From an optimization exercise on the open Yosys and OpenROAD flow, aimed at small area; shortcuts taken in it are not production practice. In this exercise RTL edits were held to simulation tests only and were not proved equivalent to the original.

==> run a <==
## rx_chain
module rx_chain(
    input wire clk, reset,
    input wire signed [17:0] sig_in,  
    input wire [3:0] delay_chain1, delay_chain2, delay_chain3,
    output wire signed [17:0] decision_variable,  
    output wire signed [17:0] test_point3a, test_point3b
);
clock: 17.0 ns
lec_check: 0
abc_area: 1
cap_margin: 20
core_margin: 2
core_utilization: 45
cts_buf_list: sky130_fd_sc_hd__clkbuf_16
cts_cluster_diameter: 80
cts_cluster_size: 28
slew_margin: 20
synth_hierarchical: 1
synth_minimum_keep_size: 0
run.sh (not shown) runs the stock make flow with config.mk's settings and CLKGATE_MAP_FILE= SYNTH_SCRIPT=/design/flow/synth_recipe.tcl, a recipe that flattens the netlist after the stock synthesis.
==> run b (differences from run a) <==
Settings changed: CTS_BUF_LIST sky130_fd_sc_hd__clkbuf_16 to sky130_fd_sc_hd__clkbuf_8, CTS_CLUSTER_DIAMETER 80 to 60, CTS_CLUSTER_SIZE 28 to 20.
==> qor summary <==
metric	run b	run a
Portion of the layout cell area used by clock cells	3.09%	3.58%
Cell area after layout	92,100 µm²	92,600 µm²
Total number of nets in the final design	7,812	7,767
Detail-routed via count per cell	4.83	4.82
Final setup slack of the worst path	6360 ps	6400 ps
Routed via count	42,900	42,500
Delay of the slowest cell on the worst path	930 ps	910 ps
Global-route usage over all layers	22.2%	22.0%
Inserted Clock Buffers	149	104
Final period demand of the worst path	10,640 ps	10,600 ps
Run status	timing/DRC/antenna clean	timing/DRC/antenna clean
Worst-case hold path end point	rx.filt2.ln[250][3]$_DFF_P_	rx.filt2.ln[262][1]$_DFF_P_
Data arrival time of the critical path	7240 ps	7200 ps
Slew at the pin with the worst max-slew slack	1170 ps	1190 ps
Metal3 WL	16.3 mm	15.1 mm

==> inputs of job 143 <==
Another version of the RTL of rx_chain (not shown whole).
export LEC_CHECK = 0
export CAP_MARGIN = 20
export CORE_MARGIN = 2
export CORE_UTILIZATION = 70
export CTS_BUF_LIST = sky130_fd_sc_hd__clkbuf_8
export CTS_CLUSTER_DIAMETER = 60
export CTS_CLUSTER_SIZE = 20
export SLEW_MARGIN = 20
export SYNTH_HIERARCHICAL = 1
export SYNTH_MINIMUM_KEEP_SIZE = 0
create_clock -name core_clock -period 17.0 [get_ports {clk}]
standard.sh (not shown) runs the stock make flow with config.mk's settings and CLKGATE_MAP_FILE= SYNTH_SCRIPT=/design/flow/synth_recipe.tcl, a recipe that flattens the netlist after the stock synthesis.
==> flow/flow/run.sh <==
#!/bin/bash
# The standard layout (the standard.sh, its synthesis unchanged) with two
# changes to how it is built: the port buffers use the smallest buffer cell, and
# the clock tree is built without dummy loads (clkbuf_8 buffers, clusters of at
# most 20 sinks within 60 um). make's output goes to standard.log; ORFS keeps
# each step's own log under orfs/logs.
set -euo pipefail
bash standard.sh finish \
  "BUFFER_PORTS_ARGS=-buffer_cell sky130_fd_sc_hd__buf_1" \
  "CTS_ARGS=-sink_clustering_enable -repair_clock_nets -dont_use_dummy_load -buf_list sky130_fd_sc_hd__clkbuf_8 -sink_clustering_size 20 -sink_clustering_max_diameter 60" \
  > standard.log 2>&1
==> inputs of job 4136, as changes to job 143 <==
==> flow/flow/run.sh (replaced) <==
#!/bin/bash
# The standard layout (the standard.sh, its synthesis unchanged) with two
# changes to how it is built: the port buffers use the smallest buffer cell, and
# the clock tree is built without dummy loads (clkbuf_16 buffers, clusters of at
# most 30 sinks within 50 um). make's output goes to standard.log; ORFS keeps
# each step's own log under orfs/logs.
set -euo pipefail
bash standard.sh finish \
  "BUFFER_PORTS_ARGS=-buffer_cell sky130_fd_sc_hd__buf_1" \
  "CTS_ARGS=-sink_clustering_enable -repair_clock_nets -dont_use_dummy_load -buf_list sky130_fd_sc_hd__clkbuf_16 -sink_clustering_size 30 -sink_clustering_max_diameter 50" \
  > standard.log 2>&1
- CORE_UTILIZATION: 70 -> 45
==> impl_summary.log <==
INFO  metric status = finished clean
INFO  metric worstSetupStartpoint = rx.decim.p3[10]
INFO  metric area.share.sequential = 54.3%
INFO  metric multi_input_area_share = 36.7%
INFO  metric wirelength = 197000 µm
INFO  metric post_layout_nonfiller_instances = 6975
INFO  metric critical_register_to_register_path_startpoint = rx.decim.p3[10]
INFO  metric avgRoutedWirePerCell = 28.2 µm
That was job 4136.
==> impl_summary.log <==
INFO  metric wirelength = 187000 µm
INFO  metric worstSetupStartpoint = rx.decim.p3[11]
INFO  metric avgRoutedWirePerCell = 30.5 µm
INFO  metric area.share.sequential = 56.1%
INFO  metric synth_nets = 5808
INFO  metric drt-met1-wl = 68700 µm
INFO  metric multi_input_area_share = 37.9%
INFO  metric status = finished clean
INFO  metric post_layout_nonfiller_instances = 6155
INFO  metric max_area_cell_class = sequential cells
That was job 143.

==> inputs of run R <==
rx_chain with an RTL version that a note above also has.
Settings: LEC_CHECK=0, ABC_AREA=1, CAP_MARGIN=20, CORE_MARGIN=2, CORE_UTILIZATION=45, CTS_BUF_LIST=sky130_fd_sc_hd__clkbuf_4, CTS_CLUSTER_SIZE=30, SLEW_MARGIN=20, SYNTH_HIERARCHICAL=1, SYNTH_MINIMUM_KEEP_SIZE=0; clock period 17.0 ns.
run.sh (not shown) runs the stock make flow with config.mk's settings and CLKGATE_MAP_FILE= SYNTH_SCRIPT=/design/flow/synth_recipe.tcl, a recipe that flattens the netlist after the stock synthesis.
Stock flow here: none of the scripts above is used.
==> run F: changes against run R <==
CTS_BUF_LIST = unset   (was sky130_fd_sc_hd__clkbuf_4)
CTS_CLUSTER_SIZE = unset   (was 30)
==> impl_metrics.tcl <==
set metrics [dict create \
    slew_headroom_pct 17.4 \
    crit_arrival_ns 7.26 \
    status "timing/DRC/antenna clean" \
    h-tree-depth 6 \
    area_delta_synth_final_pct 12.9 \
    cts_buffers 572 \
    drt_first_pass_iters 5 \
    avgRoutedWirePerCell_um 22.2 \
    antenna_cells 10 \
    cts.path.max_buffers 4 \
    hold_path_end "rx.downsam.r[5][12]" \
    period_minus_slack_ns 10.66 \
    drive_gt1_share_pct 14.5 \
    wl_met1_um 91200 \
    slowest_delay_ns 0.93 \
    viasPerCell 4.74 \
    max_freq_mhz 93.8 \
    worst_slack_ns 6.34 \
]
# the run above: run R

==> impl_metrics.tcl <==
set metrics [dict create \
    status "timing/DRC/antenna clean" \
    hold_path_end "rx.filt2.ln[96][1]" \
    viasPerCell 4.81 \
    h-tree-depth 4 \
    max_freq_mhz 94.1 \
    slew_headroom_pct 20.5 \
    cts.path.max_buffers 3 \
    avgRoutedWirePerCell_um 23.2 \
    crit_arrival_ns 7.23 \
    wl_met1_um 90600 \
]
# the run above: run F


==> 02-14 <==
rx_chain with an RTL version that a note above also has.
export LEC_CHECK = 0
export CAP_MARGIN = 20
export CORE_MARGIN = 2
export CORE_UTILIZATION = 45
export CTS_BUF_LIST = sky130_fd_sc_hd__clkbuf_8
export CTS_CLUSTER_DIAMETER = 50
export CTS_CLUSTER_SIZE = 22
export SLEW_MARGIN = 20
export SYNTH_HIERARCHICAL = 1
export SYNTH_MINIMUM_KEEP_SIZE = 0
create_clock -name core_clock -period 17.0 [get_ports {clk}]
==> 09-16 (differences from 02-14) <==
- CORE_UTILIZATION: 45 -> 60
- CTS_CLUSTER_DIAMETER: 50 -> 60
- CTS_CLUSTER_SIZE: 22 -> 20
==> out/metrics.csv <==
stage;metric;value;unit
finish;number of inserted diodes;4;
placement;worst slack after detailed placement;5.60;ns
floorplan;DIE HEIGHT;417;um
floorplan;Initial Util;45.3;%
critical_path;reg-to-reg setup timing slack;5.76;ns
finish;combined area of the multi-input logic cells;30600;um2
run_status;outcome;complete, no violations;
finish;final cell utilization of the core;49.3;%
sta;Max Clock Freq;0.0890;GHz
finish;non-clock buffer contribution to total cell area;1.24;%
global_routing;largest net degree at the start of global routing;55;
That was 02-14.
==> out/metrics.csv <==
stage;metric;value;unit
routing;Met1 Wirelength;74500;um
finish;number of inserted diodes;7;
sta;Max Clock Freq;0.0876;GHz
floorplan;DIE HEIGHT;362;um
run_status;outcome;complete, no violations;
finish;final cell utilization of the core;64.5;%
finish;non-clock buffer contribution to total cell area;1.31;%
sta;post-route clock skew;0.0471;ns
critical_path;reg-to-reg setup timing slack;5.59;ns
finish;combined area of the multi-input logic cells;30600;um2
global_routing;largest net degree at the start of global routing;50;
floorplan;Initial Util;60.3;%
critical_path;endpoint of the most critical register-to-register path;rx.decim.r1[0][17]$_DFF_P_;
That was 09-16.

==> trial 38 <==
rx_chain again, from the RTL that the note above started with.
==> flow/config.mk <==
export PLATFORM = sky130hd
export DESIGN_NAME = rx_chain
export DESIGN_NICKNAME = rx_chain
export VERILOG_FILES = /design/flow/design.v
export SDC_FILE = /design/flow/constraint.sdc
export NUM_CORES = 4
export LEC_CHECK = 0
export CAP_MARGIN = 20
export CORE_MARGIN = 2
export CORE_UTILIZATION = 45
export CTS_BUF_LIST = sky130_fd_sc_hd__clkbuf_8
export CTS_CLUSTER_DIAMETER = 60
export CTS_CLUSTER_SIZE = 20
export SLEW_MARGIN = 20
export SYNTH_HIERARCHICAL = 1
export SYNTH_MINIMUM_KEEP_SIZE = 0
==> flow/constraint.sdc <==
create_clock -name core_clock -period 17.0 [get_ports {clk}]
set_input_delay 3.4000 -clock core_clock [delete_from_list [all_inputs] [get_ports {clk}]]
set_output_delay 3.4000 -clock core_clock [all_outputs]
set_load 0.01 [all_outputs]
==> inputs of build 82, as changes to trial 38 <==
==> flow/flow/run.sh (new file) <==
#!/bin/bash
# The standard layout (the standard.sh, its synthesis unchanged) with two
# changes to how it is built: the port buffers use the smallest buffer cell, and
# the clock tree is built without dummy loads (clkbuf_4 and clkbuf_8 buffers, clusters of at
# most 20 sinks within 60 um). make's output goes to standard.log; ORFS keeps
# each step's own log under orfs/logs.
set -euo pipefail
bash standard.sh finish \
  "BUFFER_PORTS_ARGS=-buffer_cell sky130_fd_sc_hd__buf_1" \
  "CTS_ARGS=-sink_clustering_enable -repair_clock_nets -dont_use_dummy_load -buf_list {sky130_fd_sc_hd__clkbuf_4 sky130_fd_sc_hd__clkbuf_8} -sink_clustering_size 20 -sink_clustering_max_diameter 60" \
  > standard.log 2>&1
==> flow/standard.sh (new file) <==
#!/bin/bash
# synth_recipe.tcl (not shown) runs the flow's synth.tcl, then flattens the netlist and writes it again
# the make line also repeats each setting of config.mk as NAME=value (left out here)
make -C /OpenROAD-flow-scripts/flow DESIGN_CONFIG=/design/flow/config.mk WORK_HOME=/design/flow/orfs CLKGATE_MAP_FILE= SYNTH_SCRIPT=/design/flow/synth_recipe.tcl "${@:-finish}"
--- a/flow/config.mk
+++ b/flow/config.mk
@@ -7,7 +7,7 @@
 export LEC_CHECK = 0
 export CAP_MARGIN = 20
 export CORE_MARGIN = 2
-export CORE_UTILIZATION = 45
+export CORE_UTILIZATION = 60
 export CTS_BUF_LIST = sky130_fd_sc_hd__clkbuf_8
 export CTS_CLUSTER_DIAMETER = 60
 export CTS_CLUSTER_SIZE = 20
removed: flow/run.sh
==> inputs of build 27, as changes to trial 38 <==
--- a/flow/config.mk
+++ b/flow/config.mk
@@ -7,7 +7,7 @@
 export LEC_CHECK = 0
 export CAP_MARGIN = 20
 export CORE_MARGIN = 2
-export CORE_UTILIZATION = 45
+export CORE_UTILIZATION = 70
 export CTS_BUF_LIST = sky130_fd_sc_hd__clkbuf_8
 export CTS_CLUSTER_DIAMETER = 60
 export CTS_CLUSTER_SIZE = 20
==> inputs of build 60, as changes to trial 38 <==
==> flow/flow/run.sh (new file) <==
#!/bin/bash
# The standard layout (the standard.sh, its synthesis unchanged) with two
# changes to how it is built: the port buffers use the smallest buffer cell, and
# the clock tree is built without dummy loads (clkbuf_8 buffers, clusters of at
# most 20 sinks within 60 um). make's output goes to standard.log; ORFS keeps
# each step's own log under orfs/logs.
set -euo pipefail
bash standard.sh finish \
  "BUFFER_PORTS_ARGS=-buffer_cell sky130_fd_sc_hd__buf_1" \
  "CTS_ARGS=-sink_clustering_enable -repair_clock_nets -dont_use_dummy_load -buf_list sky130_fd_sc_hd__clkbuf_8 -sink_clustering_size 20 -sink_clustering_max_diameter 60" \
  > standard.log 2>&1
==> flow/standard.sh (new file) <==
#!/bin/bash
# synth_recipe.tcl (not shown) runs the flow's synth.tcl, then flattens the netlist and writes it again
# the make line also repeats each setting of config.mk as NAME=value (left out here)
make -C /OpenROAD-flow-scripts/flow DESIGN_CONFIG=/design/flow/config.mk WORK_HOME=/design/flow/orfs CLKGATE_MAP_FILE= SYNTH_SCRIPT=/design/flow/synth_recipe.tcl "${@:-finish}"
removed: flow/run.sh
==> reports/metrics.csv <==
metric,value,unit
status,timing/DRC/antenna clean,
worst path required time,17.84,ns
First-pass DRT Iterations,7,
That was build 60.
==> reports/metrics.csv <==
metric,value,unit
clock-pin slew on the worst setup and hold paths,0.11,ns
status,timing/DRC/antenna clean,
share of layout cells above drive strength 1,8.09,%
First-pass DRT Iterations,12,
That was build 27.
==> reports/metrics.csv <==
metric,value,unit
RSZ-0062 raised after global routing,no,
worst path required time,17.77,ns
First-pass DRT Iterations,10,
status,timing/DRC/antenna clean,
placed cell area,79200,µm²
That was build 82.
==> reports/metrics.csv <==
metric,value,unit
leading post-synthesis cells by cell area,"dfxtp_1 58%, fa_1 29%, a222oi_1 2.8%",
First-pass DRT Iterations,9,
status,timing/DRC/antenna clean,
startpoint types,flop,
"commonest cells after routing, fill and taps aside","2231 x dfxtp_1, 1128 x fa_1, 217 x a222oi_1, 203 x inv_1, 146 x clkbuf_8",
That was trial 38.

static timing again, ports no longer ideal:
The results above use ideal ports. As a check the final layouts listed here were re-extracted and re-timed, cells and wires unchanged. Step 1 (the two cells are an assumption about what drives the block):
set clk [get_ports {clk}]
set_driving_cell -lib_cell sky130_fd_sc_hd__clkbuf_16 $clk
set_driving_cell -lib_cell sky130_fd_sc_hd__buf_2 [delete_from_list [all_inputs] $clk]
Step 2 times the ports against the registers' clock, not the clock port: input delays grow and output delays shrink by t, the midpoint of the rising clock arrivals with the driver on. Three values: no drivers, after step 1, after step 2; two values: the first two.
run | t, ns | slack for setup (ns) | worst setup path after step 2 | clock arrival spread, ns | slew at the worst register clock pin (ns)
run a | 0.867 | 6.397 / 6.317 / 6.317 | input to output | 0.069 / 0.069 | 0.11 / 0.11
run b | 1.050 | 6.363 / 6.287 / 6.287 | input to output | 0.063 / 0.063 | 0.12 / 0.12
job 143 | 0.892 | 5.749 / 5.749 / 5.749 | register to register | 0.140 / 0.140 | 0.12 / 0.12
job 4136 | 0.830 | 5.726 / 5.726 / 5.726 | register to register | 0.138 / 0.139 | 0.11 / 0.11
run R | 1.409 | 6.343 / 6.261 / 6.261 | input to output | 0.156 / 0.157 | 0.08 / 0.08
run F | 0.937 | 6.370 / 6.303 / 6.303 | input to output | 0.059 / 0.060 | 0.07 / 0.07
02-14 | 0.966 | 5.761 / 5.761 / 5.761 | register to register | 0.069 / 0.069 | 0.12 / 0.12
09-16 | 0.938 | 5.589 / 5.589 / 5.589 | register to register | 0.060 / 0.059 | 0.12 / 0.12
trial 38 | 0.969 | 5.762 / 5.762 / 5.762 | register to register | 0.066 / 0.066 | 0.12 / 0.12
build 82 | 0.893 | 5.699 / 5.699 / 5.699 | register to register | 0.125 / 0.125 | 0.12 / 0.12
build 27 | 0.926 | 5.726 / 5.726 / 5.726 | register to register | 0.071 / 0.071 | 0.12 / 0.12
build 60 | 0.946 | 5.776 / 5.776 / 5.776 | register to register | 0.138 / 0.138 | 0.12 / 0.12
After both steps every run listed still meets setup and hold. For run R, which loses most, drivers alone change the setup slack by -0.082 ns; drivers and shift together by -0.082 ns.
